What follows belongs to an exercise in optimizing a design on an open flow for small area and a short achievable clock period; a production flow would make more cautious choices.
In this exercise RTL edits were held to simulation tests only and were not proved equivalent to the original.
No activity file was given, so power comes from the tool's default toggle rates.

==> flow/design.v (excerpt) <==
module mod3_1(
  input clk,
  input reset_n,
  input signed [22:0] a,
  input signed [22:0] b,
  input signed [16:0] c,
  output signed [39:0] y
);
  reg [23:0] d1n, d2n;
  reg r1q, f1q;
  reg [8:0] one_q, two_q, neg_q, onen_q, twon_q;
  reg [11:0] ylo;
  reg cyq;
  reg [27:0] h0;
  reg [27:0] h1;
  reg kq;
  wire kill = ~reset_n | f1q;
  wire [8:0] one_w, two_w, neg_w;
  wire [16:0] c1 = c;
  assign one_w[0] = c1[0] ^ 1'b0;
  assign two_w[0] = (c1[1] & ~c1[0] & ~1'b0) | (~c1[1] & c1[0] & 1'b0);
  assign neg_w[0] = c1[1];
  assign one_w[1] = c1[2] ^ c1[1];
  assign two_w[1] = (c1[3] & ~c1[2] & ~c1[1]) | (~c1[3] & c1[2] & c1[1]);
  assign neg_w[1] = c1[3];
  assign one_w[2] = c1[4] ^ c1[3];
  assign two_w[2] = (c1[5] & ~c1[4] & ~c1[3]) | (~c1[5] & c1[4] & c1[3]);
  assign neg_w[2] = c1[5];
  assign one_w[3] = c1[6] ^ c1[5];
  assign two_w[3] = (c1[7] & ~c1[6] & ~c1[5]) | (~c1[7] & c1[6] & c1[5]);
  assign neg_w[3] = c1[7];
  assign one_w[4] = c1[8] ^ c1[7];
  assign two_w[4] = (c1[9] & ~c1[8] & ~c1[7]) | (~c1[9] & c1[8] & c1[7]);
  assign neg_w[4] = c1[9];
  assign one_w[5] = c1[10] ^ c1[9];
  assign two_w[5] = (c1[11] & ~c1[10] & ~c1[9]) | (~c1[11] & c1[10] & c1[9]);
  assign neg_w[5] = c1[11];
  assign one_w[6] = c1[12] ^ c1[11];
  assign two_w[6] = (c1[13] & ~c1[12] & ~c1[11]) | (~c1[13] & c1[12] & c1[11]);
  assign neg_w[6] = c1[13];
  assign one_w[7] = c1[14] ^ c1[13];
  assign two_w[7] = (c1[15] & ~c1[14] & ~c1[13]) | (~c1[15] & c1[14] & c1[13]);
  assign neg_w[7] = c1[15];
  assign one_w[8] = c1[16] ^ c1[15];
  assign two_w[8] = (c1[16] & ~c1[16] & ~c1[15]) | (~c1[16] & c1[16] & c1[15]);
  assign neg_w[8] = c1[16];
  wire one0 = ~onen_q[0], two0 = ~twon_q[0], neg0 = neg_q[0];
  ...
clock: 7.0 ns
lec_check: 0
abc_area: 1
cap_margin: 20
core_margin: 2
core_utilization: 65
cts_buf_list: sky130_fd_sc_hd__clkbuf_8
slew_margin: 70
standard.sh (not shown) runs the stock make flow with config.mk's settings and CLKGATE_MAP_FILE= SYNTH_SCRIPT=/design/flow/synth_recipe.tcl, a recipe that flattens the netlist after the stock synthesis.
==> flow/flow/run.sh <==
#!/bin/bash
# Layout flow: the standard layout (standard.sh) with two changes:
#  1. synthesis runs Yosys's synth with -noabc, so the generic "abc -fast" pass does not
#     restructure the design's adder cells before extract_fa; everything else in the
#     synthesis script (synth_recipe.tcl and ORFS synth.tcl) is unchanged.
#  2. the port buffers that place inserts are sky130_fd_sc_hd__buf_1 (buffer_ports
#     -buffer_cell) instead of the cell buffer_ports picks by default.
set -euo pipefail
work=$PWD
sed 's/synth -nofsm -noshare {\*}\$args/synth -nofsm -noshare -noabc {*}$args/' \
  synth_recipe.tcl > flow_synth.tcl
grep -q -- '-noabc' flow_synth.tcl
bash standard.sh "SYNTH_SCRIPT=$work/flow_synth.tcl" \
  "BUFFER_PORTS_ARGS=-buffer_cell ${PORT_BUF:-sky130_fd_sc_hd__buf_1}" finish \
  > flow_make.log 2>&1
Change:
--- a/flow/config.mk
+++ b/flow/config.mk
@@ -11,3 +11,4 @@
 export CORE_UTILIZATION = 65
 export CTS_BUF_LIST = sky130_fd_sc_hd__clkbuf_8
+export SETUP_SLACK_MARGIN = 3.4
 export SLEW_MARGIN = 70
Outcome: Worst setup slack improved by 0.17 ns; clock-buffer cell count is unchanged; final area rose by about 0.7%; via count increases by 0.55%.
Change:
--- a/flow/config.mk
+++ b/flow/config.mk
@@ -12,3 +12,3 @@
 export CTS_BUF_LIST = sky130_fd_sc_hd__clkbuf_8
 export SETUP_SLACK_MARGIN = 3.4
-export SLEW_MARGIN = 70
+export SLEW_MARGIN = 40
Outcome: Total power climbs slightly; combinational power rose slightly; setup slack degrades by 0.034 ns; wire length hardly moves; synthesized cell count is unchanged; global-route usage increases by 0.26 points; die area is unchanged; core utilization falls by 0.44 points; area after synthesis is unchanged; register-to-register slack got worse by 0.03 ns.

* * *

mod3_1, a different RTL version from the one above (not shown whole).
Size in the first run: ~1700 cells after synthesis, roughly 110 I/O pins.
## mod3_1
module mod3_1(
  input clk,
  input reset_n,
  input signed [22:0] a,
  input signed [22:0] b,
  input signed [16:0] c,
  output signed [39:0] y
);
export LEC_CHECK = 0
export ABC_AREA = 1
export CAP_MARGIN = 20
export CORE_MARGIN = 2
export CORE_UTILIZATION = 40
export CTS_BUF_LIST = sky130_fd_sc_hd__clkbuf_8
export SLEW_MARGIN = 70
create_clock -name core_clock -period 7.0 [get_ports {clk}]
Scripts as last shown in full above: flow/flow/run.sh
The starting point completed without violations.
Next try:
Settings changed: CORE_UTILIZATION 40 to 65, SETUP_SLACK_MARGIN set to 3.4.
=> The changed run completed without violations; clock-buffer cell count does not change; setup slack improves by 0.24 ns; via count rose by 1.9%; hold slack hardly moves; die area fell by about 40%; critical path depth does not change; flip-flop and latch count stays the same.
Next try:
Settings changed: CORE_UTILIZATION 65 to 40, CTS_BUF_LIST sky130_fd_sc_hd__clkbuf_8 to unset, SETUP_SLACK_MARGIN 3.4 to 4.0, SLEW_MARGIN 70 to 20.
Effect: Sequential power barely changes; worst setup slack loses 0.016 ns; routed wire length climbs by a quarter to a third; die area climbs by well over a third; global-route usage drops by 8.7 points; synthesized cell count stays the same; utilization drops by 18 points; hold slack hardly moves.
Next try:
Settings changed: CORE_UTILIZATION 40 to 65, CTS_BUF_LIST set to sky130_fd_sc_hd__clkbuf_8, CTS_CLUSTER_DIAMETER set to 60, CTS_CLUSTER_SIZE set to 30, SETUP_SLACK_MARGIN 4.0 to 3.4, SLEW_MARGIN 20 to 70.
After rerunning: Register-to-register slack is worse by 0.17 ns. Total power went down by 19%. Cell area went down by 18%. Global-route usage went up by 8.7 points.

## static timing again, ports no longer ideal
In the flow no input, the clock included, has a driving cell. The finished layouts below were timed again as built, in two steps.
Step 1 assumes that a clkbuf_16 drives the clock port and a buf_2 every other input.
Step 2, shift: input delay + t, output delay - t, t = (earliest + latest rising clock arrival at the registers) / 2. This alone moves slack from input paths to output paths.
Slacks: no drivers / after step 1 / after step 2; pairs: no drivers / after step 1.
run	t (ns)	setup WS [ns]	slew at the worst register clock pin (ns)
the first run of note 1	0.507	3.362 / 3.316 / 3.285	0.11 / 0.11
the second run of note 1	0.505	3.536 / 3.536 / 3.282	0.11 / 0.11
the third run of note 1	0.512	3.502 / 3.502 / 3.277	0.11 / 0.11
the first run of note 2	0.502	3.251 / 3.209 / 3.343	0.09 / 0.09
the second run of note 2	0.490	3.488 / 3.445 / 3.362	0.11 / 0.11
the third run of note 2	0.492	3.472 / 3.422 / 3.614	0.07 / 0.07
the fourth run of note 2	0.490	3.488 / 3.445 / 3.362	0.11 / 0.11
After both steps setup and hold are still met in every run listed. For the second run of note 1, which loses most, drivers alone change the setup slack by 0.000 ns; drivers and shift together by -0.254 ns.
